From an optimization exercise on the open Yosys and OpenROAD flow, aimed at small area; shortcuts taken in it are not production practice.
At most, simulation tests tie the RTL to the original design; equivalence was not proved.
The RTL of run 5 was laid out without a check of its function.
Power and IR drop assume default switching activity.

$ cat flow/config.mk
export PLATFORM = sky130hd
export DESIGN_NAME = Top_FirFilter_Flex
export DESIGN_NICKNAME = Top_FirFilter_Flex
export VERILOG_FILES = /design/flow/design.v
export SDC_FILE = /design/flow/constraint.sdc
export NUM_CORES = 4
export LEC_CHECK = 0
export ABC_AREA = 1
export CAP_MARGIN = 20
export CORE_MARGIN = 2
export CORE_UTILIZATION = 40
export CTS_CLUSTER_DIAMETER = 100
export CTS_CLUSTER_SIZE = 30
export GPL_TIMING_DRIVEN = 0
export SLEW_MARGIN = 20
$ cat flow/constraint.sdc
create_clock -name core_clock -period 10.0 [get_ports {iClk12M}]
set_input_delay 2.0000 -clock core_clock [delete_from_list [all_inputs] [get_ports {iClk12M}]]
set_output_delay 2.0000 -clock core_clock [all_outputs]
set_load 0.01 [all_outputs]
$ cat flow/design.v
`timescale 1ns/10ps
module CoefRing (
  input             iClk,
  input      [9:0]  iWe,
  input      [15:0] iWrDt,
  output     [15:0] oC
);
  reg [15:0] rMem [0:9];
  integer p;
  always @(posedge iClk) begin
    for (p = 0; p < 10; p = p + 1)
      rMem[p] <= iWe[p] ? iWrDt : rMem[(p + 1) % 10];
  end
  assign oC = rMem[0];
endmodule
`timescale 1ns/10ps
module DelayLine (
  input            iClk,
  input            iRsn,
  input            iShift,
  input      [2:0] iX,
  input      [3:0] iPh,
  output reg [2:0] oTap0,
  output reg [2:0] oTap1,
  output reg [2:0] oTap2,
  output reg [2:0] oTap3
);
  reg [2:0] rX [0:39];
  reg [2:0] rQ;     
  reg [3:0] rR;     
  integer k;
  always @(posedge iClk) begin
    if (iShift) begin
      rX[0] <= iX;
      for (k = 1; k < 40; k = k + 1)
        rX[k] <= rX[k - 1];
    end
  end
  always @(posedge iClk) begin
    if (!iRsn) begin
      rQ <= 3'd0;
      rR <= 4'd0;
    end else if (iShift && rQ != 3'd4) begin
      if (rR == 4'd9) begin
        rQ <= rQ + 3'd1;
        rR <= 4'd0;
      end else
        rR <= rR + 4'd1;
    end
  end
  wire [3:0] wWn = (iPh == 4'd0) ? 4'd0 : 4'd10 - iPh;
  wire [3:0] wJ  = wWn + {3'd0, ~iShift};
  reg [10:0] rOh;
  integer j;
  always @(*) begin
    for (j = 0; j < 11; j = j + 1)
      rOh[j] = (wJ == j);
  end
  wire wLt = (wJ <= rR);
  reg [2:0] rTap [0:3];
  reg       rVal;
  integer b;
  always @(*) begin
    for (b = 0; b < 4; b = b + 1) begin
      rTap[b] = (b == 0) ? (iX & {3{rOh[0]}}) : (rX[10 * b - 1] & {3{rOh[0]}});
      for (j = 1; j < 11; j = j + 1)
        rTap[b] = rTap[b] | (rX[10 * b + j - 1] & {3{rOh[j]}});
      if (rOh[0])
        rVal = (b == 0) || (b <= rQ);
      else
        rVal = (b < rQ) || ((b == rQ) && wLt);
      if (!rVal)
        rTap[b] = 3'd0;
    end
  end
  always @(posedge iClk) begin
    oTap0 <= rTap[0];
    oTap1 <= rTap[1];
    oTap2 <= rTap[2];
    oTap3 <= rTap[3];
  end
endmodule
`timescale 1ns/10ps
module FirLane (
  input             iClk,
  input             iClr,      
  input             iProc,     
  input             iLast,     
  input      [15:0] iC,
  input      [2:0]  iX,
  output reg [15:0] oAcc
);
  wire wXp3 = (iX == 3'b011);
  wire wXp2 = (iX == 3'b010);
  wire wXp1 = (iX == 3'b001);
  wire wXm1 = (iX == 3'b111);
  wire wXm2 = (iX == 3'b110);
  wire wXm3 = (iX == 3'b101);
  wire wXm4 = (iX == 3'b100);
  wire wP14 = ~iC[15] &  iC[14];                                       
  wire wN14 =  iC[15] & (~iC[14] | (iC[13:0] == 14'd0));               
  wire wP13 = ~iC[15] & (iC[14] | iC[13]);                             
  wire wN13 =  iC[15] & (~(iC[14] & iC[13]) | (iC[12:0] == 13'd0));    
  wire wG3  = ~iC[15] & (iC[14:0] >= 15'd10923);                       
  wire wL3  =  iC[15] & (~iC[14:0] >= 15'd10922);                      
  wire wM1  =  iC[15] & (iC[14:1] == 14'd0);                           
  wire wM0  =  wM1 & ~iC[0];                                           
  wire wX1  = ~iC[15] & (&iC[14:0]);                                   
  wire wOvP = (wXp2 & wP14) | (wXm2 & wN14) | (wXp3 & wG3) | (wXm3 & wL3) |
              (wXm4 & wN13) | (wXm1 & wM0);
  wire wOvN = (wXp1 & wM1) | (wXm1 & wX1) | (wXp2 & wN14) | (wXm2 & wP14) |
              (wXp3 & wL3) | (wXm3 & wG3) | (wXm4 & wP13);
  wire wOv  = wOvP | wOvN;
  wire wSel2 = ~wOv & iX[1];
  wire wSel4 = ~wOv & iX[2] & ~iX[1];
  wire wSelB = ~wOv & iX[0];
  wire wInvL = wOv ? wOvP : iX[2];     
  wire wInvH = wOv ? wOvN : iX[2];     
  wire wCin  = ~wOv & iX[2];
  wire [16:0] wC2 = {iC, 1'b0};
  wire [16:0] wC4 = {iC[14:0], 2'b00};
  wire [16:0] wC1 = {iC[15], iC};
  wire [16:0] wInv = {{2{wInvH}}, {15{wInvL}}};
  wire [16:0] wA = (({17{wSel2}} & wC2) | ({17{wSel4}} & wC4)) ^ wInv;
  wire [16:0] wB = {17{wSelB}} & wC1;
  wire [16:0] wAcc = {oAcc[15], oAcc};
  wire [16:0] wS1 = wAcc ^ wA ^ wB;
  wire [17:0] wC1s = {(wAcc & wA) | (wAcc & wB) | (wA & wB), wCin};
  wire [17:0] wCy;
  wire [16:0] wSum;
  assign wCy[0] = 1'b0;
  genvar i;
  generate
    for (i = 0; i < 17; i = i + 1) begin : gAdd
      assign wSum[i]  = wS1[i] ^ wC1s[i] ^ wCy[i];
      assign wCy[i+1] = (wS1[i] & wC1s[i]) | (wS1[i] & wCy[i]) | (wC1s[i] & wCy[i]);
    end
  endgenerate
  wire        wSat = iLast & (wSum[16] ^ wSum[15]);
  wire [15:0] wNext = wSat ? {wSum[16], {15{~wSum[16]}}} : wSum[15:0];
  always @(posedge iClk) begin
    if (iClr)
      oAcc <= 16'd0;
    else if (iProc)
      oAcc <= wNext;
  end
endmodule
`timescale 1ns/10ps
module FinalSum (
  input  [15:0] iA0,
  input  [15:0] iA1,
  input  [15:0] iA2,
  input  [15:0] iA3,
  output [15:0] oR
);
  wire [17:0] wA0 = {{2{iA0[15]}}, iA0};
  wire [17:0] wA1 = {{2{iA1[15]}}, iA1};
  wire [17:0] wA2 = {{2{iA2[15]}}, iA2};
  wire [17:0] wA3 = {{2{iA3[15]}}, iA3};
  wire [17:0] wS1 = wA0 ^ wA1 ^ wA2;
  wire [17:0] wC1 = {(wA0[16:0] & wA1[16:0]) | (wA0[16:0] & wA2[16:0]) | (wA1[16:0] & wA2[16:0]), 1'b0};
  wire [17:0] wS2 = wS1 ^ wC1 ^ wA3;
  wire [17:0] wC2 = {(wS1[16:0] & wC1[16:0]) | (wS1[16:0] & wA3[16:0]) | (wC1[16:0] & wA3[16:0]), 1'b0};
  wire [18:0] wCy;
  wire [17:0] wSum;
  assign wCy[0] = 1'b0;
  genvar i;
  generate
    for (i = 0; i < 18; i = i + 1) begin : gAdd
      assign wSum[i]  = wS2[i] ^ wC2[i] ^ wCy[i];
      assign wCy[i+1] = (wS2[i] & wC2[i]) | (wS2[i] & wCy[i]) | (wC2[i] & wCy[i]);
    end
  endgenerate
  wire wOv = (wSum[17] != wSum[16]) | (wSum[16] != wSum[15]);
  assign oR = wOv ? {wSum[17], {15{~wSum[17]}}} : wSum[15:0];
endmodule
`timescale 1ns/10ps
module Top_FirFilter_Flex (
    input  wire        iClk12M,
    input  wire        iRsn,
    input  wire        iEnSample600k,
    input  wire        iCoeffUpdateFlag,
    input  wire        iCsnRam,
    input  wire        iWrnRam,
    input  wire [5:0]  iAddrRam,
    input  wire [15:0] iWrDtRam,
    input  wire [2:0]  iFirIn,
    output reg  [15:0] oFirOut
);
  reg        rUpd;
  reg        rRun;
  wire       wSample  = iEnSample600k & ~iCoeffUpdateFlag;
  wire       wRunTick = wSample & (rUpd | rRun);
  always @(posedge iClk12M) begin
    if (!iRsn) begin
      rUpd <= 1'b0;
      rRun <= 1'b0;
    end else if (iEnSample600k) begin
      rUpd <= iCoeffUpdateFlag;
      rRun <= ~iCoeffUpdateFlag & (rUpd | rRun);
    end
  end
  reg  [3:0] rPh;
  always @(posedge iClk12M) begin
    if (!iRsn)
      rPh <= 4'd9;
    else
      rPh <= (rPh == 4'd0) ? 4'd9 : rPh - 4'd1;
  end
  wire [3:0] wWord  = iAddrRam[3:0];
  wire       wWrite = rUpd & ~iCsnRam & ~iWrnRam & (wWord <= 4'd9);
  wire [4:0] wPosS  = {1'b0, wWord} + {1'b0, rPh};
  wire [3:0] wPos   = (wPosS >= 5'd10) ? wPosS[3:0] - 4'd10 : wPosS[3:0];
  wire [15:0] wWrDt = iWrDtRam & {16{iRsn}};
  reg [9:0] rWe [0:3];
  integer b, p;
  always @(*) begin
    for (b = 0; b < 4; b = b + 1)
      for (p = 0; p < 10; p = p + 1)
        rWe[b][p] = ~iRsn | (wWrite & (iAddrRam[5:4] == b) & (wPos == p));
  end
  wire [15:0] wC0, wC1, wC2, wC3;
  CoefRing inst_Ring0 (.iClk(iClk12M), .iWe(rWe[0]), .iWrDt(wWrDt), .oC(wC0));
  CoefRing inst_Ring1 (.iClk(iClk12M), .iWe(rWe[1]), .iWrDt(wWrDt), .oC(wC1));
  CoefRing inst_Ring2 (.iClk(iClk12M), .iWe(rWe[2]), .iWrDt(wWrDt), .oC(wC2));
  CoefRing inst_Ring3 (.iClk(iClk12M), .iWe(rWe[3]), .iWrDt(wWrDt), .oC(wC3));
  wire [2:0] wX0, wX1, wX2, wX3;
  DelayLine inst_Delay (.iClk(iClk12M), .iRsn(iRsn), .iShift(wSample), .iX(iFirIn),
                        .iPh(rPh), .oTap0(wX0), .oTap1(wX1), .oTap2(wX2), .oTap3(wX3));
  reg  rBusy;    
  reg  rAct;     
  wire wStart = (rPh == 4'd9);
  wire wLast  = (rPh == 4'd0);
  wire wProc  = rBusy & (rAct | wStart);
  wire wClr   = ~iRsn | wRunTick;
  always @(posedge iClk12M) begin
    if (!iRsn) begin
      rBusy <= 1'b0;
      rAct  <= 1'b0;
    end else if (wRunTick) begin
      rBusy <= 1'b1;
      rAct  <= 1'b0;
    end else if (wProc) begin
      rBusy <= ~wLast;
      rAct  <= ~wLast;
    end
  end
  wire [15:0] wAcc0, wAcc1, wAcc2, wAcc3;
  FirLane inst_Lane0 (.iClk(iClk12M), .iClr(wClr), .iProc(wProc), .iLast(wLast),
                      .iC(wC0), .iX(wX0), .oAcc(wAcc0));
  FirLane inst_Lane1 (.iClk(iClk12M), .iClr(wClr), .iProc(wProc), .iLast(wLast),
                      .iC(wC1), .iX(wX1), .oAcc(wAcc1));
  FirLane inst_Lane2 (.iClk(iClk12M), .iClr(wClr), .iProc(wProc), .iLast(wLast),
                      .iC(wC2), .iX(wX2), .oAcc(wAcc2));
  FirLane inst_Lane3 (.iClk(iClk12M), .iClr(wClr), .iProc(wProc), .iLast(wLast),
                      .iC(wC3), .iX(wX3), .oAcc(wAcc3));
  wire [15:0] wR;
  FinalSum inst_Sum (.iA0(wAcc0), .iA1(wAcc1), .iA2(wAcc2), .iA3(wAcc3), .oR(wR));
  always @(posedge iClk12M) begin
    if (!iRsn)
      oFirOut <= 16'd0;
    else if (wSample)
      oFirOut <= wR;
  end
endmodule
$ cat flow/run.sh
#!/bin/bash
# synth_recipe.tcl (not shown) runs the flow's synth.tcl, then flattens the netlist and writes it again
# the make line also repeats each setting of config.mk as NAME=value (left out here)
make -C /OpenROAD-flow-scripts/flow DESIGN_CONFIG=/design/flow/config.mk WORK_HOME=/design/flow/orfs CLKGATE_MAP_FILE= SYNTH_SCRIPT=/design/flow/synth_recipe.tcl finish
==> run_results.csv, run 1 <==
group,metric,value,unit
run_status,status,"timing/DRC/antenna clean",
floorplanning,die_y,306,um
sta,period_needed,9680,ps
placed_design,hpwl,79.2,mm
global_route,grt-ovfl-total,0,
cells_and_area,nets,4469,
sta,finalCritPeriodShare,0.968,
floorplanning,core,90100,um^2
sta,fmax,0.103,GHz
power_and_ir_drop,swShare,0.303,
sta,setup_viol,0,
global_route,grt_max_degree,58,
synth,synthDistinctLibCells,51,
global_route,grt_first_pass_wirelength,163,mm
sta,layout_setup_ws,320,ps
sta,slew_violations,0,
worst_setup_path,worst-path-buf-inv,7,
clock_network,clkTransAtPathRegs,110,ps
worst_setup_path,crit_slowest_cell,"fa_1",
worst_setup_path,critPathMaxStageDelay,500,ps
worst_setup_path,cp-start-kind,"flip-flop",
routing,first_pass_iters,5,
clock_network,clock_latency,630,ps
placed_design,dp_slack,-993,ps
worst_setup_path,critPathMaxFanout,10,
clock_network,cts_root_buffer,"clkbuf_16",
routing,drc_errors,0,
synth,syn_area,36400,um^2
power_and_ir_drop,ir_drop,0.000165,V
clock_network,numClockSinks,867,
synth,postSynthCellCount,4122,
synth,synth_seq_cells,867,
floorplanning,design.die.area,93500,um^2
worst_setup_path,r2r_slack,320,ps
worst_setup_path,critPathKind,"flip-flop to flip-flop",
floorplanning,die_x,306,um
routing,drt_iter0_drc,2843,
worst_setup_path,r2r_cells,42,
worst_setup_path,crit_family,"adder cells",
synth,synth_top_cell_area_share,0.410,
synth,ys_seq_area_frac,0.509,
placed_design,place.gp.congestion,0.938,
power_and_ir_drop,clock_power_share,0.276,
routing,wl_per_cell,19.6,um
clock_network,cts_buffers,39,
power_and_ir_drop,power_density,177,nW/um^2
placed_design,dp.cells,5345,
sta,worstMarginPinSlew,1100,ps
cells_and_area,synthToLayoutAreaGrowth,11.1,%
worst_hold_path,hold_path_depth,2,
worst_setup_path,critPathRequiredTime,10520,ps
worst_hold_path,hold_path_end,"inst_Ring1.rMem[4][5]",
sta,max_slew_margin,0.262,
power_and_ir_drop,p_int,5010,uW
worst_setup_path,r2r_end,"inst_Lane2.oAcc[14]",
routing,totalWireLength,107,mm
power_and_ir_drop,seqPwrFrac,0.545,
global_route,grt_pass1_vias,26900,
clock_network,tritoncts,"yes",
synth,synth_warnings,9,
worst_setup_path,critPathMostFrequentCell,"fa_2",
floorplanning,rows,110,
synth,synth-edff-count,120,
synth,synth_nets,4348,
synth,synthArstFlopShare,0,
routing,vias,28500,
worst_setup_path,r2r_start,"inst_Ring2.rMem[0][14]",
worst_hold_path,hold_class,"flip-flop to flip-flop",
clock_network,cts_buffer_depth,3,
cells_and_area,drive_above_1_share,0.104,
clock_network,cts_max_level,2,
flow_run,maxCapViolations,0,
power_and_ir_drop,p_leak,0.0163,uW
power_and_ir_drop,power_frac_comb,0.179,
synth,synthTopCellsByArea,"dfxtp_1 41%, nand2_1 10%, o21ai_0 10%, edfxtp_1 9.9%, fa_1 9.5%",
sta,finalClockSkew,42.1,ps
worst_setup_path,cp-end-kind,"flip-flop",
synth,avgSynthCellArea,8.84,um^2
routing,via_per_inst,5.24,
power_and_ir_drop,p_switching,2180,uW
global_route,grt_use_total,0.225,
worst_hold_path,min_from,"inst_Ring1.rMem[5][5]",
cells_and_area,finish.utilization,0.449,
cells_and_area,fin_cells,5439,
synth,synth_ff_type,"dfxtp_1",
sta,hold_viol,0,
floorplanning,io_pins,47,
placed_design,io_buffers,45,
synth,synth_area_leader_cell,"dfxtp_1",
routing,final_antenna_net_count,0,
global_route,antenna_found_initial,3,
cells_and_area,fillers,8795,
worst_setup_path,arrival,10200,ps
floorplanning,start_util,0.404,
==> worst reg2reg max path: cells and delay by family (launching register included) <==
| kind | cells | cell delay, ps |
|---|---|---|
| XOR/XNOR | 2 | 410 |
| buffers and inverters | 7 | 660 |
| adder cells (fa/ha/maj) | 17 | 6300 |
| flip-flops | 1 | 350 |
| AND/OR/NAND/NOR | 14 | 1550 |
| AO/OA/AOI/OAI | 2 | 270 |
==> worst max-delay path by stage <==
stage / start / end / slack, ps / cells past startpoint
floorplan: inst_Ring1.rMem[0][14] / inst_Lane1.oAcc[10] / 2 / 42
global placement: inst_Ring1.rMem[0][0] / inst_Lane1.oAcc[5] / -950 / 44
detailed placement: inst_Ring1.rMem[0][0] / inst_Lane1.oAcc[13] / -990 / 42
CTS: inst_Ring3.rMem[0][15] / inst_Lane3.oAcc[5] / 8 / 43
global route: inst_Ring2.rMem[0][14] / inst_Lane2.oAcc[14] / -40 / 45
finish: inst_Ring2.rMem[0][14] / inst_Lane2.oAcc[14] / 320 / 42
==> registers in the layout (all words and copies together) (netlist names), 3 cells and up <==
| register | cells |
|---|---|
| inst_Delay.oTap0 | 3 |
| inst_Delay.oTap1 | 3 |
| inst_Ring3.rMem | 160 |
| inst_Ring2.rMem | 160 |
| inst_Delay.rR | 4 |
| inst_Delay.oTap2 | 3 |
| inst_Ring0.rMem | 160 |
| inst_Delay.oTap3 | 3 |
| inst_Lane1.oAcc | 16 |
| oFirOut | 16 |
| inst_Ring1.rMem | 160 |
| rPh | 4 |
| inst_Lane3.oAcc | 16 |
| inst_Lane2.oAcc | 16 |
| inst_Delay.rX | 120 |
| inst_Delay.rQ | 3 |
| inst_Lane0.oAcc | 16 |
==> layer usage <==
layer,GRT usage,vias up,part of all wire
li1,-,13700,-
met2,0.344,1011,0.43
met5,0,-,0
met4,0.0693,0,0.031
met3,0.0269,159,0.068
met1,0.332,13600,0.47
==> cell families (layout without fill, tap and decap cells) <==
kind of cell / count (synthesis) / after routing / share of synthesized area
muxes: 2 / 2 / 0.000618
other: 0 / 2 / 0
adders and majority gates: 195 / 195 / 0.102
xor gates and xnor gates: 71 / 71 / 0.0171
DFF: 867 / 867 / 0.509
AOI/OAI and AO/OA: 1021 / 1021 / 0.150
buffers and inverters: 539 / 677 / 0.0595
and+or+nand+nor: 1427 / 1428 / 0.161
==> repair_timing <==
action	in CTS	in global routing
buffers inserted	22	14
gates cloned	0	1
resized for setup	145	89
pin swaps	19	29
endpoints found under the hold margin	0	0
hold buffers	0	0
setup endpoints to repair	64	64
==> through the flow <==
stage | hold WS, ps | setup TNS [ps] | instance area (um^2) | power (uW)
CTS | 420 | 0 | 40200 | 7180
global placement | 412 | -39170 | 38400 | 5210
floorplan | 406 | 0 | 36500 | 4760
global route | 448 | -252 | 40500 | 7480
finish | 417 | 0 | 40500 | 7180
detailed placement | 415 | -42470 | 38500 | 5210
==> placed cells by master, fill, tap and decap left out, types with 5 or more instances in the layout <==
cell	n
dfxtp_4	10
nand3_2	14
o21ai_1	27
a221oi_1	23
ha_1	23
buf_4	38
buf_2	49
o21ai_0	731
a21oi_2	27
nor3_1	29
clkbuf_16	42
clkinvlp_4	8
inv_2	56
xnor2_1	20
dfxtp_2	38
edfxtp_1	120
fa_2	49
xor2_1	50
inv_1	229
buf_6	9
a22o_1	11
a21oi_1	124
nand3_1	111
nand4_1	34
nand2_1	975
dfxtp_1	699
fa_1	123
clkdlybuf4s50_1	45
nor2_2	25
nor2_4	10
nand3_4	5
o22ai_1	54
clkbuf_1	168
nor2_1	187
clkbuf_4	5
nand2_2	22
==> power by group through the flow <==
stage | combinational [uW] | sequential, uW | clock, uW
global placement | 1220 | 3990 | 0
finish | 1290 | 3910 | 1980
CTS | 1250 | 3910 | 2020
global route | 1420 | 3940 | 2130
floorplan | 825 | 3940 | 0
detailed placement | 1230 | 3980 | 0
==> cells in the mapped netlist, types with 6 or more instances <==
cell type,n
ha_1,23
nand3_2,8
a22o_1,11
buf_2,55
nor2_2,16
nand3_1,119
a21oi_2,25
inv_2,15
nand2_2,14
o21ai_1,24
buf_4,7
nor3_1,32
xor2_1,50
a221oi_1,23
inv_1,279
fa_1,172
o22ai_1,54
a21oi_1,127
clkbuf_1,170
nand2_1,987
nor2_4,6
edfxtp_1,120
dfxtp_1,747
xnor2_1,21
nor2_1,200
o21ai_0,734
nand4_1,34
==> cell type report <==
type	count	area (um^2)	share of cell area
Antenna cell	2	5.00	0.000124
Buffer	239	1110	0.0274
Clock buffer	47	1070	0.0264
Clock inverter	12	196	0.00485
Inverter	296	1140	0.0282
Multi-Input combinational cell	2717	16100	0.397
Sequential cell	867	18600	0.461
Tap cell	1176	1470	0.0364
Timing Repair Buffer	83	779	0.0193
==> inputs of run 2 (changes only) <==
--- a/flow/config.mk
+++ b/flow/config.mk
@@ -9,7 +9,7 @@
 export CAP_MARGIN = 20
 export CORE_MARGIN = 2
 export CORE_UTILIZATION = 40
-export CTS_CLUSTER_DIAMETER = 100
-export CTS_CLUSTER_SIZE = 30
+export CTS_CLUSTER_DIAMETER = 90
+export CTS_CLUSTER_SIZE = 28
 export GPL_TIMING_DRIVEN = 0
 export SLEW_MARGIN = 20
==> run_results.csv, run 2 <==
group,metric,value,unit
flow_run,maxCapViolations,0,
synth,postSynthCellCount,4122,
cells_and_area,drive_above_1_share,0.109,
worst_hold_path,hold_path_end,"inst_Ring1.rMem[1][11]",
worst_setup_path,critPathMaxStageDelay,500,ps
floorplanning,die_x,306,um
clock_network,clkTransAtPathRegs,110,ps
worst_setup_path,crit_slowest_cell,"fa_1",
sta,fmax,0.104,GHz
floorplanning,core,90100,um^2
worst_setup_path,r2r_slack,390,ps
sta,whs,425,ps
sta,finalCritPeriodShare,0.961,
clock_network,cts_buffers,42,
sta,hold_viol,0,
floorplanning,die_y,306,um
routing,wl_per_cell,19.6,um
worst_setup_path,cp-end-kind,"flip-flop",
routing,drt_iter0_drc,2827,
synth,syn_area,36400,um^2
cells_and_area,fin_cells,5452,
worst_setup_path,r2r_end,"inst_Lane2.oAcc[14]",
placed_design,place.gp.congestion,0.938,
worst_setup_path,r2r_start,"inst_Ring2.rMem[0][14]",
synth,synth_nets,4348,
synth,synthTopCellsByArea,"dfxtp_1 41%, nand2_1 10%, o21ai_0 10%, edfxtp_1 9.9%, fa_1 9.5%",
synth,synth_ff_type,"dfxtp_1",
worst_setup_path,critPathMostFrequentCell,"fa_2",
clock_network,numClockSinks,867,
sta,final.setup.tns,0,ps
floorplanning,io_pins,47,
routing,first_pass_iters,9,
global_route,grt_pass1_vias,26900,
clock_network,cts_root_buffer,"clkbuf_16",
sta,slew_violations,0,
worst_setup_path,cp-start-kind,"flip-flop",
routing,drc_errors,0,
placed_design,io_buffers,45,
sta,worstMarginPinSlew,1000,ps
routing,highest_layer,"met5",
synth,synth_area_leader_cell,"dfxtp_1",
routing,totalWireLength,107,mm
worst_setup_path,critPathRequiredTime,10530,ps
global_route,grt-ovfl-total,0,
floorplanning,design.die.area,93500,um^2
worst_hold_path,hold_class,"flip-flop to flip-flop",
sta,setup_viol,0,
global_route,antenna_found_initial,3,
synth,synth_top_cell_area_share,0.410,
power_and_ir_drop,ir_drop,0.000166,V
worst_setup_path,arrival,10140,ps
cells_and_area,layout_commonest_cell,"nand2_1",
clock_network,cts_hold_buffers,0,
clock_network,clock_latency,630,ps
global_route,grt_first_pass_wirelength,162,mm
power_and_ir_drop,p_leak,0.0164,uW
sta,finalClockSkew,58.7,ps
worst_setup_path,critPathMaxFanout,10,
synth,yosys-top-cells-count,"987 x nand2_1, 747 x dfxtp_1, 734 x o21ai_0, 279 x inv_1, 200 x nor2_1",
floorplanning,start_util,0.404,
synth,synthDistinctLibCells,51,
worst_hold_path,hold_path_depth,2,
global_route,grt_max_degree,58,
clock_network,tritoncts,"yes",
routing,vias,28400,
routing,met1_length,50.3,mm
clock_network,cts_max_level,2,
cells_and_area,synthToLayoutAreaGrowth,11.6,%
clock_network,cts_buffer_depth,3,
cells_and_area,nets,4481,
global_route,grt_use_total,0.225,
power_and_ir_drop,power_density,178,nW/um^2
routing,via_per_inst,5.21,
placed_design,dp.cells,5345,
worst_setup_path,critPathKind,"flip-flop to flip-flop",
routing,met2WireLength,46.5,mm
cells_and_area,fillers,8793,
cells_and_area,layout_common_cells,"966 x nand2_1, 731 x o21ai_0, 702 x dfxtp_1",
synth,avgSynthCellArea,8.84,um^2
synth,synth-edff-count,120,
routing,wl_met3,6.80,mm
synth,ys_seq_area_frac,0.509,
routing,final_antenna_net_count,0,
run_status,status,"timing/DRC/antenna clean",
synth,synth_most_common_cell,"nand2_1",
synth,synth_warnings,9,
worst_hold_path,min_from,"inst_Ring1.rMem[2][11]",
sta,max_slew_margin,0.328,
worst_setup_path,r2r_cells,42,
synth,synthArstFlopShare,0,
placed_design,hpwl,79.2,mm
synth,synth_seq_cells,867,
floorplanning,rows,110,
sta,period_needed,9610,ps
==> run 2: cell count changes in the layout (fill, tap and decap cells not counted), moves of 2 or more <==
cell / change
buf_4: +10
nand2_1: -9
nand2_2: +9
dfxtp_2: -6
clkbuf_2: +3
dfxtp_1: +3
dfxtp_4: +3
inv_8: +3
buf_6: -2
clkbuf_16: +2
clkbuf_4: -2
inv_6: -2
==> run 2: cell families after synthesis <==
group / after synthesis / synth area share
AOI/OAI and AO/OA: 1021 / 0.150
xor gates and xnor gates: 71 / 0.0171
adders and majority gates: 195 / 0.102
buffers and inverters: 539 / 0.0595
DFF: 867 / 0.509
muxes: 2 / 0.000618
and+or+nand+nor: 1427 / 0.161
==> run 2: worst max path at each step <==
stage / to / startpoint / cells past startpoint
after CTS: inst_Lane0.oAcc[6] / inst_Delay.oTap0[1] / 45
after detailed placement: inst_Lane1.oAcc[13] / inst_Ring1.rMem[0][0] / 42
after global routing: inst_Lane3.oAcc[10] / inst_Ring3.rMem[0][15] / 43
after floorplan: inst_Lane1.oAcc[10] / inst_Ring1.rMem[0][14] / 42
after global placement: inst_Lane1.oAcc[5] / inst_Ring1.rMem[0][0] / 44
final: inst_Lane2.oAcc[14] / inst_Ring2.rMem[0][14] / 42
==> run 2: layer usage <==
| layer | GRT usage | vias up |
|---|---|---|
| met5 | 0 | - |
| met1 | 0.334 | 13600 |
| met2 | 0.344 | 928 |
| li1 | - | 13800 |
| met3 | 0.0258 | 152 |
| met4 | 0.0698 | 2 |
==> run 2: layout make-up <==
cell class,instances,area [um^2],share of cell area
sequential,867,18600,0.459
multi-input combinational,2717,16100,0.396
tap,1176,1470,0.0362
inverter,296,1140,0.0282
clock buffer,50,1110,0.0274
buffer,239,1100,0.0270
timing repair buffer,92,862,0.0212
clock inverter,13,215,0.00529
antenna,2,5.00,0.000123
==> run 2: repair_timing <==
item / in CTS / in global routing
gates resized for setup: 139 / 106
pin swaps: 18 / 33
setup buffers: 21 / 22
cloned: 0 / 2
endpoints found under the setup margin: 64 / 64
==> run 2: power breakdown <==
group / switching (uW) / total, uW / internal, uW
clock: 1180 / 2030 / 841
combinational: 874 / 1290 / 413
sequential: 130 / 3910 / 3780
total: 2190 / 7230 / 5040
==> run 2: worst max-delay path: cells and delay by family (launching register included) <==
family / cells / cell delay, ps
AOI/OAI and AO/OA: 2 / 260
DFF: 1 / 360
xor gates and xnor gates: 2 / 400
buffers and inverters: 7 / 670
adders and majority gates: 17 / 6260
and+or+nand+nor: 14 / 1550
==> run 2: metrics by stage <==
stage / setup WS (ps) / instance area [um^2] / total power, uW / utilization
after CTS: 11.9 / 40200 / 7220 / 0.446
after floorplan: 2.38 / 36500 / 4760 / -
after global placement: -952 / 38400 / 5210 / 0.426
after global routing: -1.13 / 40700 / 7540 / 0.451
final: 388 / 40700 / 7230 / 0.451
after detailed placement: -993 / 38500 / 5210 / 0.427
==> inputs of run 3 (changes only) <==
--- a/flow/config.mk
+++ b/flow/config.mk
@@ -8,8 +8,8 @@
 export ABC_AREA = 1
 export CAP_MARGIN = 20
 export CORE_MARGIN = 2
-export CORE_UTILIZATION = 40
-export CTS_CLUSTER_DIAMETER = 90
-export CTS_CLUSTER_SIZE = 28
+export CORE_UTILIZATION = 55
+export CTS_CLUSTER_DIAMETER = 100
+export CTS_CLUSTER_SIZE = 30
 export GPL_TIMING_DRIVEN = 0
 export SLEW_MARGIN = 20
==> run_results.csv, run 3 <==
group,metric,value,unit
run_status,status,"timing/DRC/antenna clean",
synth,postSynthCellCount,4122,
floorplanning,rows,94,
routing,totalWireLength,107,mm
worst_hold_path,min_from,"inst_Ring3.rMem[7][12]",
worst_setup_path,cp-end-kind,"flip-flop",
sta,finalClockSkew,33.6,ps
synth,synthDistinctLibCells,51,
clock_network,cts_buffer_depth,3,
floorplanning,die_y,261,um
worst_hold_path,hold_class,"flip-flop to flip-flop",
routing,wl_per_cell,20.8,um
routing,final_antenna_net_count,0,
synth,synth_top_cell_area_share,0.410,
worst_setup_path,critPathMaxFanout,10,
global_route,antenna_found_initial,1,
placed_design,io_buffers,45,
clock_network,cts_max_level,2,
synth,synthTopCellsByArea,"dfxtp_1 41%, nand2_1 10%, o21ai_0 10%, edfxtp_1 9.9%, fa_1 9.5%",
clock_network,cts_buffers,38,
clock_network,cts_hold_buffers,0,
synth,ys_seq_area_frac,0.509,
worst_setup_path,crit_slowest_cell,"fa_1",
flow_run,maxCapViolations,0,
synth,syn_area,36400,um^2
clock_network,clkTransAtPathRegs,110,ps
sta,hold_viol,0,
worst_setup_path,critPathMostFrequentCell,"fa_2",
synth,synth_fa_ha_area_frac,0.102,
sta,fmax,0.105,GHz
floorplanning,die_x,261,um
synth,synthArstFlopShare,0,
sta,finalCritPeriodShare,0.951,
sta,worstMarginPinSlew,1010,ps
worst_setup_path,critPathRequiredTime,10510,ps
cells_and_area,fillers,5832,
worst_setup_path,r2r_start,"inst_Delay.oTap3[2]",
floorplanning,io_pins,47,
synth,synth-xor-area-share,0.0171,
worst_setup_path,worst-path-buf-inv,7,
cells_and_area,layout_commonest_cell,"nand2_1",
synth,yosys.area_share.simple,0.161,
synth,synth_area_leader_cell,"dfxtp_1",
floorplanning,core,65600,um^2
routing,first_pass_iters,6,
power_and_ir_drop,total_power,7120,uW
synth,yosys-top-cells-count,"987 x nand2_1, 747 x dfxtp_1, 734 x o21ai_0, 279 x inv_1, 200 x nor2_1",
synth,synth_nets,4348,
synth,synth-edff-count,120,
routing,drt_iter0_drc,2661,
sta,max_slew_margin,0.329,
global_route,grt-ovfl-total,0,
sta,whs,416,ps
cells_and_area,layout_common_cells,"979 x nand2_1, 732 x o21ai_0, 702 x dfxtp_1",
routing,drc_errors,0,
worst_setup_path,critPathKind,"flip-flop to flip-flop",
floorplanning,design.die.area,68300,um^2
synth,synth_most_common_cell,"nand2_1",
power_and_ir_drop,p_leak,0.0163,uW
cells_and_area,nets,4480,
worst_setup_path,critPathMaxStageDelay,520,ps
clock_network,clock_latency,640,ps
power_and_ir_drop,ir_drop,0.000154,V
global_route,grt_pass1_vias,26700,
cells_and_area,regArea,18600,um^2
sta,period_needed,9510,ps
power_and_ir_drop,power_density,177,nW/um^2
routing,vias,28500,
synth,synth_ff_type,"dfxtp_1",
synth,synth_top_family_by_area,"simple AND/OR/NAND/NOR gates",
global_route,grt_first_pass_wirelength,162,mm
placed_design,place.gp.congestion,0.943,
synth,synth-compound-area-share,0.150,
clock_network,tritoncts,"yes",
placed_design,hpwl,78.5,mm
floorplanning,start_util,0.555,
worst_setup_path,cp-start-kind,"flip-flop",
cells_and_area,multiInputGateArea,16100,um^2
worst_setup_path,critPathLaunch,"inst_Delay.oTap3[2]",
synth,synthMuxAreaShare,0.000618,
sta,setup_viol,0,
clock_network,numClockSinks,867,
cells_and_area,drive_above_1_share,0.104,
global_route,grt_use_total,0.315,
synth,synth_warnings,9,
synth,avgSynthCellArea,8.84,um^2
global_route,grt_max_degree,47,
clock_network,cts_root_buffer,"clkbuf_16",
worst_setup_path,arrival,10030,ps
cells_and_area,synthToLayoutAreaGrowth,10.2,%
routing,via_per_inst,5.55,
synth,synth_seq_cells,867,
sta,slew_violations,0,
worst_setup_path,crit_family,"adder cells",
## run 3: cell counts after synthesis
No cell type changed its count.
## run 3: path summary, 6_finish.rpt
check,cells past startpoint,slack (ps),end
setup / recovery,42,490,inst_Lane3.oAcc[12]
hold / removal,2,420,inst_Ring3.rMem[6][12]
setup reg to reg,42,490,inst_Lane3.oAcc[12]
hold reg to reg,2,420,inst_Ring3.rMem[6][12]
## run 3: metrics by stage
step	util	instance area (um^2)	setup slack [ps]	TNS, ps	std cells
after floorplan	-	36500	2.38	0	4122
after global placement	0.579	38000	-966	-36590	5031
after detailed placement	0.580	38100	-1020	-38910	5034
after CTS	0.607	39800	4.90	0	5122
after global routing	0.612	40100	-25.7	-153	5132
final	0.612	40100	487	0	5135
## run 3: power breakdown
group | switching [uW] | internal, uW
Combinational | 892 | 411
Clock | 1160 | 748
Sequential | 131 | 3780
## run 3: layout make-up
cell class | count | area share
diodes | 3 | 0.000187
plain buffers | 242 | 0.0280
clock buffers | 43 | 0.0242
clock inverters | 11 | 0.00511
inverters | 296 | 0.0292
multi-input cells | 2716 | 0.401
flip-flops and latches | 867 | 0.464
well taps | 864 | 0.0269
repair buffers | 93 | 0.0213
## run 3: worst min-delay path, delay by kind of cell (launching register included)
family	cells	cell delay [ps]
compound gates	1	50
simple gates	1	40
flops	1	310
## run 3: logic make-up after synthesis
| kind of cell | Yosys count |
|---|---|
| AO/OA/AOI/OAI | 1021 |
| XOR/XNOR | 71 |
| adder cells (fa/ha/maj) | 195 |
| buffers and inverters | 539 |
| flip-flops | 867 |
| multiplexers | 2 |
| AND/OR/NAND/NOR | 1427 |
## run 3: per-layer routing
metal | global-route usage | share of wire | up-vias | routed length, um
li1 | - | - | 13700 | -
met1 | 0.475 | 0.47 | 13500 | 50200
met4 | 0.0887 | 0.029 | 2 | 3050
met2 | 0.467 | 0.42 | 1068 | 45100
met5 | 0 | 0.00011 | - | 12
met3 | 0.0513 | 0.080 | 135 | 8590
## run 3: repair_timing
| action | 4_1_cts | 5_1_grt |
|---|---|---|
| pin swaps | 23 | 29 |
| endpoints found under the setup margin | 64 | 64 |
| buffers inserted | 33 | 9 |
| gates resized for setup | 157 | 72 |
| cloned | 1 | 2 |
| hold endpoints to repair | 0 | 0 |
==> inputs of run 4 (changes only) <==
--- a/flow/config.mk
+++ b/flow/config.mk
@@ -12,4 +12,5 @@
 export CTS_CLUSTER_DIAMETER = 100
 export CTS_CLUSTER_SIZE = 30
 export GPL_TIMING_DRIVEN = 0
+export PLACE_DENSITY = 0.75
 export SLEW_MARGIN = 20
==> run_results.csv, run 4 <==
group,metric,value,unit
routing,first_pass_iters,6,
synth,synth_area_leader_cell,"dfxtp_1",
floorplanning,rows,94,
sta,max_slew_margin,0.305,
synth,ys_seq_area_frac,0.509,
worst_setup_path,crit_slowest_cell,"fa_1",
worst_setup_path,critPathRequiredTime,10490,ps
synth,synth_most_common_cell,"nand2_1",
worst_setup_path,r2r_end,"inst_Lane1.oAcc[11]",
synth,synth_fa_ha_area_frac,0.102,
sta,finalClockSkew,23.4,ps
synth,syn_area,36400,um^2
routing,via_per_inst,5.63,
global_route,antenna_found_initial,0,
synth,synth_ff_type,"dfxtp_1",
worst_hold_path,hold_path_depth,2,
cells_and_area,fillers,5609,
sta,finalCritPeriodShare,0.967,
synth,synth_top_family_by_area,"simple AND/OR/NAND/NOR gates",
clock_network,cts_buffer_depth,3,
cells_and_area,nets,4471,
power_and_ir_drop,total_power,6980,uW
worst_setup_path,arrival,10170,ps
global_route,grt_pass1_vias,26500,
clock_network,numClockSinks,867,
sta,period_needed,9670,ps
routing,wl_per_cell,19.6,um
synth,synth_warnings,9,
worst_setup_path,worst-path-buf-inv,9,
global_route,grt_max_degree,50,
cells_and_area,fin_cells,5120,
cells_and_area,diodes,0,
clock_network,cts_buffers,36,
power_and_ir_drop,power_density,175,nW/um^2
worst_setup_path,critPathMostFrequentCell,"fa_2",
clock_network,clock_latency,620,ps
global_route,grt_first_pass_wirelength,152,mm
cells_and_area,drive_above_1_share,0.101,
cells_and_area,layout_commonest_cell,"nand2_1",
worst_setup_path,critPathMaxStageDelay,510,ps
worst_hold_path,min_from,"inst_Ring3.rMem[2][0]",
synth,synthMuxAreaShare,0.000618,
routing,totalWireLength,101,mm
clock_network,tritoncts,"yes",
clock_network,cts_max_level,2,
placed_design,dp.cells,5035,
worst_setup_path,cp-start-kind,"flip-flop",
sta,slew_violations,0,
clock_network,cts_hold_buffers,0,
worst_setup_path,r2r_start,"inst_Delay.oTap1[1]",
synth,avgSynthCellArea,8.84,um^2
floorplanning,start_util,0.555,
cells_and_area,layout_common_cells,"975 x nand2_1, 733 x o21ai_0, 706 x dfxtp_1",
placed_design,dp_slack,-1070,ps
worst_setup_path,critPathKind,"flip-flop to flip-flop",
flow_run,maxCapViolations,0,
worst_setup_path,crit_family,"adder cells",
worst_setup_path,cp-end-kind,"flip-flop",
routing,vias,28800,
global_route,grt-ovfl-total,0,
synth,yosys.area_share.simple,0.161,
placed_design,hpwl,72.9,mm
routing,drt_iter0_drc,3153,
sta,setup_viol,0,
worst_setup_path,r2r_cells,43,
synth,synth-edff-count,120,
worst_setup_path,critPathMaxFanout,8,
floorplanning,io_pins,47,
power_and_ir_drop,p_leak,0.0162,uW
floorplanning,die_y,261,um
floorplanning,die_x,261,um
placed_design,place.gp.congestion,0.989,
synth,synth_top_cell_area_share,0.410,
synth,synthArstFlopShare,0,
worst_setup_path,cp.depth,43,
sta,whs,425,ps
placed_design,dpl_cell_area,38100,um^2
synth,synth_seq_cells,867,
sta,layout_setup_ws,325,ps
routing,drc_errors,0,
synth,synth_nets,4348,
routing,final_antenna_net_count,0,
clock_network,cts_root_buffer,"clkbuf_16",
cells_and_area,design_area,39900,um^2
floorplanning,core,65600,um^2
run_status,status,"timing/DRC/antenna clean",
placed_design,io_buffers,45,
worst_setup_path,r2r_slack,330,ps
floorplanning,design.die.area,68300,um^2
synth,synthTopCellsByArea,"dfxtp_1 41%, nand2_1 10%, o21ai_0 10%, edfxtp_1 9.9%, fa_1 9.5%",
synth,synth-compound-area-share,0.150,
synth,synthDistinctLibCells,51,
cells_and_area,synthToLayoutAreaGrowth,9.47,%
worst_hold_path,hold_path_end,"inst_Ring3.rMem[1][0]",
worst_hold_path,hold_class,"flip-flop to flip-flop",
sta,worstMarginPinSlew,1040,ps
synth,postSynthCellCount,4122,
synth,synth-xor-area-share,0.0171,
synth,yosys-top-cells-count,"987 x nand2_1, 747 x dfxtp_1, 734 x o21ai_0, 279 x inv_1, 200 x nor2_1",
power_and_ir_drop,ir_drop,0.000158,V
clock_network,clkTransAtPathRegs,120,ps
global_route,grt_use_total,0.291,
sta,hold_viol,0,
sta,fmax,0.103,GHz
run 4: cell counts after synthesis:
Identical to the previous run, type by type.
run 4: stage by stage:
step / setup TNS (ps) / utilization
2_1_floorplan: 0 / -
3_3_place_gp: -32540 / 0.579
3_5_place_dp: -38400 / 0.580
4_1_cts: 0 / 0.601
5_1_grt: -332 / 0.608
6_report: 0 / 0.608
run 4: kinds of logic (layout without fill, tap and decap cells):
logic type                 Yosys count  count (layout)
AOI/OAI and AO/OA                 1021            1021
xor gates and xnor gates            71              71
adders and majority gates          195             195
buffers and inverters              539             673
DFF                                867             867
muxes                                2               2
and+or+nand+nor                   1427            1427
run 4: worst max path at each step:
stage                           start                  end
6_report          inst_Delay.oTap1[1]  inst_Lane1.oAcc[11]
5_1_grt        inst_Ring2.rMem[0][12]  inst_Lane2.oAcc[14]
4_1_cts        inst_Ring3.rMem[0][15]  inst_Lane3.oAcc[13]
3_5_place_dp    inst_Ring1.rMem[0][3]   inst_Lane1.oAcc[7]
3_3_place_gp    inst_Ring1.rMem[0][3]  inst_Lane1.oAcc[13]
2_1_floorplan  inst_Ring1.rMem[0][14]  inst_Lane1.oAcc[10]
run 4: report_power, final:
group,switching (uW),internal [uW]
logic,873,406
clock network,1100,698
registers,127,3780
total,2100,4890
run 4: routing by layer:
| metal | global-route usage | vias up | share of wire |
|---|---|---|---|
| li1 | - | 13700 | - |
| met1 | 0.425 | 13500 | 0.44 |
| met2 | 0.435 | 1388 | 0.43 |
| met3 | 0.0505 | 208 | 0.094 |
| met4 | 0.103 | 0 | 0.036 |
| met5 | 0 | - | 0 |
run 4: area by class of cell:
type                    count  area (um^2)  area share
well taps                 864         1080      0.0271
clock inverters             9          101     0.00254
inverters                 296         1140      0.0285
multi-input cells        2716        16100       0.403
clock buffers              40          937      0.0235
repair buffers             86          805      0.0202
flip-flops and latches    867        18600       0.467
plain buffers             242         1130      0.0285
run 4: what timing repair did:
action / in CTS / in global routing
endpoints found under the setup margin: 64 / 64
setup buffers: 13 / 21
pin swaps: 22 / 36
cloned: 1 / 2
gates resized for setup: 137 / 85
run 4: worst min-delay path: stages, from the launching register on:
cell     delay, ps
dfxtp_1        320
nand2_1         40
o21ai_0         50
==> inputs of run 5 (changes only) <==
--- a/flow/design.v
+++ b/flow/design.v
@@ -20,21 +20,27 @@
   input            iShift,
   input      [2:0] iX,
   input      [3:0] iPh,
-  output reg [2:0] oTap0,
-  output reg [2:0] oTap1,
-  output reg [2:0] oTap2,
-  output reg [2:0] oTap3
-);
-  reg [2:0] rX [0:39];
+  output     [2:0] oTap0,
+  output     [2:0] oTap1,
+  output     [2:0] oTap2,
+  output     [2:0] oTap3
+);
+  reg [2:0] rX [0:3][0:9];
   reg [2:0] rQ;     
   reg [3:0] rR;     
-  integer k;
-  always @(posedge iClk) begin
-    if (iShift) begin
-      rX[0] <= iX;
-      for (k = 1; k < 40; k = k + 1)
-        rX[k] <= rX[k - 1];
-    end
+  reg [9:0] rIns;
+  integer p, b;
+  always @(*) begin
+    for (p = 0; p < 10; p = p + 1)
+      rIns[p] = iShift & (iPh == p);
+  end
+  wire       wRot  = ~iShift;
+  always @(posedge iClk) begin
+    for (b = 0; b < 4; b = b + 1)
+      for (p = 0; p < 10; p = p + 1)
+        rX[b][p] <= ({3{wRot}} & rX[b][(p + 1) % 10]) |
+                    ({3{iShift & ~rIns[p]}} & rX[b][p]) |
+                    ({3{rIns[p]}} & ((b == 0) ? iX : rX[(b + 3) % 4][p]));
   end
   always @(posedge iClk) begin
     if (!iRsn) begin
@@ -49,36 +55,16 @@
     end
   end
   wire [3:0] wWn = (iPh == 4'd0) ? 4'd0 : 4'd10 - iPh;
-  wire [3:0] wJ  = wWn + {3'd0, ~iShift};
-  reg [10:0] rOh;
-  integer j;
-  always @(*) begin
-    for (j = 0; j < 11; j = j + 1)
-      rOh[j] = (wJ == j);
-  end
-  wire wLt = (wJ <= rR);
-  reg [2:0] rTap [0:3];
-  reg       rVal;
-  integer b;
-  always @(*) begin
-    for (b = 0; b < 4; b = b + 1) begin
-      rTap[b] = (b == 0) ? (iX & {3{rOh[0]}}) : (rX[10 * b - 1] & {3{rOh[0]}});
-      for (j = 1; j < 11; j = j + 1)
-        rTap[b] = rTap[b] | (rX[10 * b + j - 1] & {3{rOh[j]}});
-      if (rOh[0])
-        rVal = (b == 0) || (b <= rQ);
-      else
-        rVal = (b < rQ) || ((b == rQ) && wLt);
-      if (!rVal)
-        rTap[b] = 3'd0;
-    end
-  end
-  always @(posedge iClk) begin
-    oTap0 <= rTap[0];
-    oTap1 <= rTap[1];
-    oTap2 <= rTap[2];
-    oTap3 <= rTap[3];
-  end
+  wire       wLt = ({1'b0, wWn} < ({1'b0, rR} + {4'd0, iShift}));
+  reg  [3:0] rValid;
+  always @(posedge iClk) begin
+    for (b = 0; b < 4; b = b + 1)
+      rValid[b] <= (b < rQ) || ((b == rQ) && wLt);
+  end
+  assign oTap0 = rX[0][0] & {3{rValid[0]}};
+  assign oTap1 = rX[1][0] & {3{rValid[1]}};
+  assign oTap2 = rX[2][0] & {3{rValid[2]}};
+  assign oTap3 = rX[3][0] & {3{rValid[3]}};
 endmodule
 `timescale 1ns/10ps
 module FirLane (
--- a/flow/config.mk
+++ b/flow/config.mk
@@ -8,9 +8,8 @@
 export ABC_AREA = 1
 export CAP_MARGIN = 20
 export CORE_MARGIN = 2
-export CORE_UTILIZATION = 55
+export CORE_UTILIZATION = 40
 export CTS_CLUSTER_DIAMETER = 100
 export CTS_CLUSTER_SIZE = 30
 export GPL_TIMING_DRIVEN = 0
-export PLACE_DENSITY = 0.75
 export SLEW_MARGIN = 20
==> run_results.csv, run 5 <==
group,metric,value,unit
routing,final_antenna_net_count,0,
cells_and_area,layout_commonest_cell,"nand2_1",
synth,synth_area_leader_cell,"dfxtp_1",
global_route,grt_use_total,0.237,
worst_setup_path,arrival,10120,ps
global_route,grt_first_pass_wirelength,172,mm
synth,synth_seq_cells,859,
routing,totalWireLength,113,mm
floorplanning,core,90100,um^2
run_status,status,"timing/DRC/antenna clean",
global_route,grt_pass1_vias,28700,
floorplanning,rows,110,
cells_and_area,regArea,17300,um^2
synth,avgSynthCellArea,8.24,um^2
cells_and_area,synthToLayoutAreaGrowth,11.7,%
synth,postSynthCellCount,4423,
clock_network,cts_root_buffer,"clkbuf_16",
clock_network,cts_buffers,38,
synth,synth_ff_type,"dfxtp_1",
synth,yosys-top-cells-count,"1246 x nand2_1, 859 x dfxtp_1, 618 x o21ai_0, 274 x inv_1, 229 x nor2_1",
worst_setup_path,cp-start-kind,"flip-flop",
sta,finalCritPeriodShare,0.962,
worst_setup_path,cp-end-kind,"flip-flop",
sta,layout_setup_ws,377,ps
power_and_ir_drop,p_leak,0.0167,uW
worst_setup_path,critPathMostFrequentCell,"fa_2",
placed_design,hpwl,82.9,mm
worst_setup_path,critPathMaxStageDelay,510,ps
worst_hold_path,hold_class,"flip-flop to flip-flop",
worst_setup_path,critPathKind,"flip-flop to flip-flop",
synth,synthTopCellsByArea,"dfxtp_1 47%, nand2_1 13%, fa_1 9.4%, o21ai_0 8.5%, inv_1 2.8%",
synth,syn_area,36500,um^2
cells_and_area,nets,4785,
clock_network,tritoncts,"yes",
cells_and_area,drive_above_1_share,0.117,
routing,drt_iter0_drc,2987,
sta,setup_viol,0,
global_route,antenna_found_initial,2,
cells_and_area,design_area,40700,um^2
synth,synth_most_common_cell,"nand2_1",
routing,wl_met3,8.41,mm
worst_setup_path,critPathMaxFanout,10,
sta,fmax,0.104,GHz
sta,worstMarginPinSlew,1030,ps
power_and_ir_drop,ir_drop,0.000125,V
cells_and_area,fillers,8989,
cells_and_area,multiInputGateArea,17500,um^2
routing,first_pass_iters,6,
clock_network,cts_buffer_depth,3,
clock_network,numClockSinks,859,
routing,drc_errors,0,
sta,finalClockSkew,45.2,ps
cells_and_area,finish.utilization,0.452,
routing,via_per_inst,5.20,
flow_run,maxCapViolations,0,
sta,period_needed,9620,ps
power_and_ir_drop,power_density,176,nW/um^2
synth,synth_top_cell_area_share,0.472,
synth,synthDistinctLibCells,48,
global_route,grt_max_degree,31,
routing,vias,29900,
clock_network,clkTransAtPathRegs,110,ps
floorplanning,design.die.area,93600,um^2
floorplanning,start_util,0.404,
clock_network,cts_max_level,2,
routing,highest_layer,"met5",
routing,met1_length,52.8,mm
worst_setup_path,crit_slowest_cell,"fa_1",
worst_setup_path,critPathRequiredTime,10500,ps
placed_design,dpl_cell_area,38400,um^2
synth,synth_nets,4649,
sta,hold_viol,0,
placed_design,io_buffers,42,
synth,ys_seq_area_frac,0.472,
clock_network,clock_latency,640,ps
synth,synth_warnings,8,
global_route,grt-ovfl-total,0,
sta,slew_violations,0,
sta,max_slew_margin,0.315,
cells_and_area,layout_common_cells,"1221 x nand2_1, 810 x dfxtp_1, 618 x o21ai_0",
sta,whs,431,ps
placed_design,dp_slack,-1130,ps
floorplanning,die_y,306,um
placed_design,place.gp.congestion,0.951,
floorplanning,die_x,306,um
routing,met2WireLength,48.0,mm
floorplanning,io_pins,47,
routing,wl_per_cell,19.6,um
synth,synth-edff-count,0,
synth,synthArstFlopShare,0,
-- run 5: cell count changes in the layout (fill, tap and decap cells not counted), sizes merged, moves of 22 or more --
cell / change
a221oi: -23
o211ai: +53
a21oi: -22
buf: +41
edfxtp: -120
dfxtp: +112
nor2: +25
a22oi: +32
nand2: +249
-- run 5: cell type report --
class | count | share of cell area
Timing Repair Buffer | 102 | 0.0234
Clock inverter | 14 | 0.00458
Sequential cell | 859 | 0.425
Buffer | 254 | 0.0299
Multi-Input combinational cell | 3009 | 0.429
Tap cell | 1176 | 0.0361
Inverter | 295 | 0.0283
Clock buffer | 41 | 0.0241
Antenna cell | 1 | 0.0000614
-- run 5: metal layers --
layer,global-route usage,vias up
met1,0.346,14100
met2,0.359,1037
met5,0,-
met3,0.0424,190
li1,-,14600
met4,0.0678,4
-- run 5: cell families (layout without fill, tap and decap cells) --
kind of cell    after synthesis  after routing  share of synthesized area
xor+xnor                     72             72                     0.0175
flops                       859            859                      0.472
compound gates             1052           1052                      0.159
simple gates               1690           1690                      0.187
buf+inv                     555            706                     0.0619
fa+ha+maj                   195            195                      0.102
other cells                   0              1                          0
-- run 5: through the flow --
| step | setup TNS [ps] | power [uW] | std cells |
|---|---|---|---|
| after CTS | 0 | 7160 | 5727 |
| final | 0 | 7180 | 5751 |
| after global routing | -410 | 7500 | 5750 |
| after detailed placement | -56990 | 5220 | 5641 |
| after global placement | -50490 | 5210 | 5641 |
| after floorplan | 0 | 4760 | 4423 |
-- run 5: critical path, delay by kind of cell, from the launching register on --
family | cells | cell delay [ps]
DFF | 1 | 350
buffers and inverters | 6 | 650
and+or+nand+nor | 15 | 1760
AOI/OAI and AO/OA | 2 | 180
adders and majority gates | 17 | 6530
-- run 5: where the power goes --
group,internal [uW],switching [uW]
Sequential,3810,252
Clock,756,1170
Combinational,396,800
-- run 5: path summary, 6_finish.rpt --
path | start | endpoint | slack, ps | cells past startpoint
worst max-delay path | inst_Ring2.rMem[0][14] | inst_Lane2.oAcc[5] | 380 | 40
worst min-delay path | inst_Ring2.rMem[4][11] | inst_Ring2.rMem[3][11] | 430 | 2
worst max register to register | inst_Ring2.rMem[0][14] | inst_Lane2.oAcc[5] | 380 | 40
worst min register to register | inst_Ring2.rMem[4][11] | inst_Ring2.rMem[3][11] | 430 | 2
-- run 5: what timing repair did --
item	4_1_cts	5_1_grt
endpoints found under the setup margin	64	67
cloned	4	1
setup buffers	29	26
hold buffers	0	0
pin swaps	22	54
gates resized for setup	187	96

## what the ideal ports hide
In the flow no input, the clock included, has a driving cell. The finished layouts below were timed again as built, in two steps.
Step 1 sets driving cells, clkbuf_16 on the clock port and buf_2 on the other inputs (assumed; they add their load-dependent delay and slew).
Step 2 also shifts input and output timing later by t, the mid clock arrival at the registers, as if the neighbouring blocks saw the same clock.
a / b / c = no drivers / after step 1 / after step 2; a / b = the first two.
| run | t, ns | setup slack, ns | worst data-port slew with drivers (ns) |
|---|---|---|---|
| run 1 | 0.667 | 0.320 / 0.320 / 0.320 | 0.04 |
| run 2 | 0.662 | 0.388 / 0.388 / 0.388 | 0.04 |
| run 3 | 0.692 | 0.487 / 0.487 / 0.487 | 0.04 |
| run 4 | 0.673 | 0.325 / 0.325 / 0.325 | 0.04 |
| run 5 | 0.685 | 0.377 / 0.377 / 0.377 | 0.04 |
After both steps setup and hold are still met in every run listed.
